Source: an optimization exercise on an open RTL-to-GDS flow (aim: small area, a short achievable clock period and few clock cycles per item). Production flows keep margins and buffers that such runs may drop. For this run, only the layout was checked, not whether the RTL still works. Power figures rest on the tool's default switching activity, not on a simulated workload.

[flow/run.sh]
#!/bin/bash
# synth_recipe.tcl (not shown) runs the flow's synth.tcl, then flattens the netlist and writes it again
# the make line also repeats each setting of config.mk as NAME=value (left out here)
make -C /OpenROAD-flow-scripts/flow DESIGN_CONFIG=/design/flow/config.mk WORK_HOME=/design/flow/orfs CLKGATE_MAP_FILE= SYNTH_SCRIPT=/design/flow/synth_recipe.tcl finish
[flow/config.mk]
export PLATFORM = sky130hd
export DESIGN_NAME = div
export DESIGN_NICKNAME = div
export VERILOG_FILES = /design/flow/design.v
export SDC_FILE = /design/flow/constraint.sdc
export NUM_CORES = 4
export LEC_CHECK = 0
export CAP_MARGIN = 20
export CORE_MARGIN = 2
export CORE_UTILIZATION = 40
export SETUP_SLACK_MARGIN = 2.0
export SLEW_MARGIN = 20
[flow/constraint.sdc]
create_clock -name core_clock -period 5.0 [get_ports {i_clk}]
set_input_delay 1.0000 -clock core_clock [delete_from_list [all_inputs] [get_ports {i_clk}]]
set_output_delay 1.0000 -clock core_clock [all_outputs]
set_load 0.01 [all_outputs]
[flow/design.v]
`default_nettype	none
module	div(i_clk, i_reset, i_wr, i_signed, i_numerator, i_denominator,
		o_busy, o_valid, o_err, o_quotient, o_flags);
	input	wire		i_clk, i_reset;
	input	wire		i_wr, i_signed;
	input	wire	[31:0]	i_numerator, i_denominator;
	output	reg		o_busy, o_valid, o_err;
	output	wire	[31:0]	o_quotient;
	output	wire	[3:0]	o_flags;
	localparam	SA = 2, SB = 8;	 
	localparam	G = 2;		 
	reg	[32:0]	R;
	reg	[31:0]	N, M;
	reg		dneg, qneg;
	reg		pre, post;
	reg	[4:0]	c;
	wire		rneg = R[32];
	wire	[33:0]	T = { R, N[31] };
	wire	[33:0]	X = { 2'b11, M } ^ {(34){rneg}};
	wire	[33:0]	S = T + X + { 33'h0, rneg ^ !dneg };
	wire		q = !S[33];
	wire	[31:0]	H;
	genvar	gi;
	generate for(gi=0; gi<32; gi=gi+1)
	begin : GEN_H
		if ((gi/G)*G+G >= 32)
			assign	H[gi] = 1'b1;
		else
			assign	H[gi] = &M[31:(gi/G)*G+G];
	end endgenerate
	wire	[31:0]	RA = { R[31-SA:0], N[31:32-SA] };
	wire	[31:0]	RB = { R[31-SB:0], N[31:32-SB] };
	wire		skA = !rneg && !(|(RA & H))
				&& ({ 1'b0, c } + SA <= 31);
	wire		skB = !rneg && !(|(RB & H))
				&& ({ 1'b0, c } + SB <= 31);
	wire		last = (&c);
	wire		dz = (&M) && !dneg;
	always @(posedge i_clk)
	if (i_reset)
	begin
		o_busy  <= 1'b0;
		o_valid <= 1'b0;
		o_err   <= 1'b0;
		pre  <= 1'b0;
		post <= 1'b0;
	end else begin
		o_valid <= 1'b0;
		o_err   <= 1'b0;
		if (!o_busy)
		begin
			o_busy <= i_wr;
			pre    <= i_wr && i_signed && i_numerator[31];
			post   <= 1'b0;
		end else if (pre)
			pre <= 1'b0;
		else if (post)
		begin
			post    <= 1'b0;
			o_busy  <= 1'b0;
			o_valid <= 1'b1;
			o_err   <= dz;
		end else if (last)
		begin
			if (qneg)
				post <= 1'b1;
			else begin
				o_busy  <= 1'b0;
				o_valid <= 1'b1;
				o_err   <= dz;
			end
		end
	end
	always @(posedge i_clk)
	if (!o_busy)
	begin
		R <= 33'h0;
		N <= i_numerator;
		dneg <= i_signed && i_denominator[31];
		M <= (i_signed && i_denominator[31]) ? i_denominator : ~i_denominator;
		qneg <= i_signed && (i_numerator[31] ^ i_denominator[31]);
		c  <= 5'h0;
	end else if (pre || post)
		N <= -N;
	else if (skB)
	begin
		R <= { 1'b0, RB };
		N <= { N[31-SB:0], {(SB){1'b0}} };
		c <= c + SB;
	end else if (skA)
	begin
		R <= { 1'b0, RA };
		N <= { N[31-SA:0], {(SA){1'b0}} };
		c <= c + SA;
	end else begin
		R <= S[32:0];
		N <= { N[30:0], q };
		c <= c + 5'd1;
	end
	assign	o_quotient = N;
	assign	o_flags = { 1'b0, N[31], !(|R) && !qneg, !(|N) };
endmodule
==> impl_metrics.toml <==
[floorplan]
start_util_pct = 41.1
fp.dieH_um = 146
io-pin-count = 107
die_w_um = 146
fp.coreArea_mm2 = 0.0196
placementRows = 51
dieArea_mm2 = 0.0213

[placed_design]
place_area_mm2 = 0.00936
gp_congestion = 0.938
io_buffers = 105
hpwlAfterDp_mm = 17.5

[synthesis]
synth_nets = 1078
synth.avg_cell_area_um2 = 8.30
synth_edf_count = 35
synth-xor-area-share_pct = 13.2
synthTopCellsByCount = "nand2_1 (93), xor2_1 (90), o21ai_0 (87), nor2_1 (84), dfxtp_1 (74)"
synth-seq-cells = 109
synth_simple_gate_area_share_pct = 16.7
post-synth-top-count-cell = "nand2_1"
synth_top_area_share_pct = 18.4
yosysSeqAreaShare_pct = 31.5
synth.area.top_cells = "dfxtp_1 (18%), edfxtp_1 (13%), xor2_1 (9.8%), ha_1 (6.1%), o21ai_0 (5.4%)"
yosys.cell_types.count = 67
synthArstFlopShare_pct = 0
synth_top_family_by_area = "compound AO/OA/AOI/OAI gates"
synthesis.instances = 969
synthesis.area_mm2 = 0.00805
synth_compound_gate_area_share_pct = 23.8
muxShareOfSynthArea_pct = 4.12
synth_fa_ha_area_share_pct = 6.56
yosys.area.top_type = "dfxtp_1"
synth_flop_cell = "dfxtp_1"
ys_warn_count = 1

[drt]
firstDrtPassIters = 5
wl_per_cell_um = 19.6
wirelength_mm = 26.4
drt_iter0_drc = 866
drc_errors = 0
antenna_left = 0
dr_total_vias = 7975
viasPerCell = 5.91

[critical_path]
cp_cell_sequence = "or4_4 -> or4_4 -> or2_4 -> nand2b_4 -> nand2b_4 -> nor4_4 -> buf_2"
critPathArrivalTime_ns = 2.64
end_kind = "primary output"
cp.required_ns = 4.00
path_class = "flop to primary output"
cp_max_fo = 6
slowest_stage = "or4_4"
critical-path-max-stage-delay_ns = 0.54
startpoint_type = "flop"

[global_routing]
grt_max_degree = 63
grt-ovfl-total = 0
grt_first_pass_wirelength_mm = 41.1
antenna_found_initial = 0
grt_pass1_vias = 7412
grt_use_total_pct = 24.0

[sta]
period_share_pct = 72.9
setup-tns-final_ns = 0
worstMarginPinSlew_ns = 0.937
finalClockSkew_ns = 0.0154
rsz0062_at_grt = "true"
slew_viol_final = 0
slew_headroom_pct = 37.3
setup_viol = 0
period_minus_slack_ns = 3.64
finalHoldViolCount = 0
timing.fmax_ghz = 0.274

[power]
vdd_drop_max_mv = 0.259
p_leak_uw = 0.00416
p_per_area_mw_per_mm2 = 600

[layout]
multi_input_area_mm2 = 0.00559
n_antenna_cell = 0
fillCellCount = 1855
nNetsFinal = 1189
stdcell_area_mm2 = 0.0104
syn2layout_area_growth_pct = 29.4
regArea_mm2 = 0.00254
drive_gt1_share_pct = 14.6

[clock_network]
worstSkewPairLatency_ns = 0.37
clockBufferDepth = 2
clkSlewWorstSetupHoldPaths_ns = 0.08
cts.sinks = 109
clockRootBuffer = "clkbuf_16"
cts_tree = "done"
htreeDepth = 3
cts_buffers = 9

[worst_hold_path]
hold_path.class = "flop to flop"

[flow_run]
drv_cap = 0

[run_status]
run_status = "timing/DRC/antenna clean"
## kinds of logic after synthesis
family / after synthesis
other: 1
AND/OR/NAND/NOR: 285
buffers and inverters: 83
flip-flops: 109
adder cells (fa/ha/maj): 41
AO/OA/AOI/OAI: 296
multiplexers: 33
XOR/XNOR: 121
## state kept, by name, summed over array words and instances, names as in the netlist
signal,flops
R,33
M,32
N,32
c,5
dneg,1
o_busy,1
o_err,1
o_valid,1
post,1
pre,1
qneg,1
## layer usage
layer | up-vias | track usage, % | wire [um]
li1 | 3792 | - | -
met1 | 3818 | 33.5 | 11900
met2 | 329 | 37.8 | 12200
met3 | 36 | 4.64 | 1890
met4 | 0 | 6.52 | 463
met5 | - | 0 | 0
## final timing paths
path	from	slack, ns	end	cells after the start
max	N[12]	1.36	o_flags[0]	7
min	R[31]	0.48	R[31]	2
max reg2reg	M[0]	1.69	R[21]	12
min reg2reg	R[31]	0.48	R[31]	2
## critical path, delay by kind of cell (launching register included)
kind | cells | cell delay [ns]
flip-flops | 1 | 0.37
buffers and inverters | 1 | 0.17
AND/OR/NAND/NOR | 6 | 1.73
## report_power, final
group          leakage, uW  internal, uW  switching, uW
combinational      0.00304          1740           2210
sequential        0.000967          1130            403
clock             0.000152           398            367
total              0.00416          3260           2980
## final cells by class
class | instances | share of cell area, %
clock buffers | 11 | 2.64
clock inverters | 5 | 0.276
inverters | 19 | 0.685
multi-input cells | 778 | 53.7
flip-flops and latches | 109 | 24.4
well taps | 265 | 3.18
repair buffers | 163 | 15.1
## layout by cell type, fill, tap and decap left out, types with 11 or more instances in the layout
| cell type | count |
|---|---|
| a211oi_1 | 11 |
| a21o_1 | 11 |
| a21oi_1 | 61 |
| a221o_1 | 19 |
| buf_4 | 36 |
| buf_6 | 20 |
| clkbuf_16 | 12 |
| clkdlybuf4s50_1 | 103 |
| dfxtp_1 | 71 |
| edfxtp_1 | 35 |
| ha_1 | 35 |
| inv_1 | 18 |
| mux2i_1 | 32 |
| nand2_1 | 92 |
| nand3_1 | 15 |
| nand4_1 | 11 |
| nor2_1 | 78 |
| nor3_1 | 22 |
| o211ai_1 | 20 |
| o21ai_0 | 66 |
| o21ai_1 | 17 |
| xnor2_1 | 31 |
| xor2_1 | 87 |
## stage by stage
stage | util (%) | std cells | worst slack [ns] | hold WS, ns | total power (uW)
after global placement | 47.8 | 1287 | 1.21 | 0.477 | 4700
after global routing | 53.2 | 1350 | 1.26 | 0.522 | 6640
after floorplan | - | 969 | 1.91 | 0.454 | 3760
after detailed placement | 47.8 | 1287 | 1.17 | 0.485 | 4710
after CTS | 51.5 | 1337 | 1.35 | 0.496 | 5790
final | 53.2 | 1350 | 1.36 | 0.476 | 6240
## repair_timing
| action | 4_1_cts | 5_1_grt |
|---|---|---|
| endpoints found under the setup margin | 70 | 59 |
| gates resized for setup | 47 | 63 |
| buffers inserted | 33 | 10 |
| hold buffers | 0 | 0 |
| gates cloned | 1 | 3 |
| pin swaps | 36 | 28 |
| hold endpoints to repair | 0 | 0 |

port drivers added, routing unchanged:
No port has a modelled driver above. Below, the same layout with a new extraction and two added sets of constraints.
Step 1 assumes that a clkbuf_16 drives the clock port and a buf_2 every other input.
Step 2 times the ports against the registers' clock, not the clock port: input delays grow and output delays shrink by t, the midpoint of the rising clock arrivals with the driver on.
Three values: no drivers, after step 1, after step 2; two values: the first two.
shift t [ns]: 0.411
setup WS [ns]: 1.356 / 1.310 / 1.688
hold WS [ns]: 0.476 / 0.476 / 0.476
worst setup path after step 2: register to register
After both steps this run still meets setup and hold. The setup slack of this run moves by -0.046 ns with the drivers and by +0.332 ns with both steps.
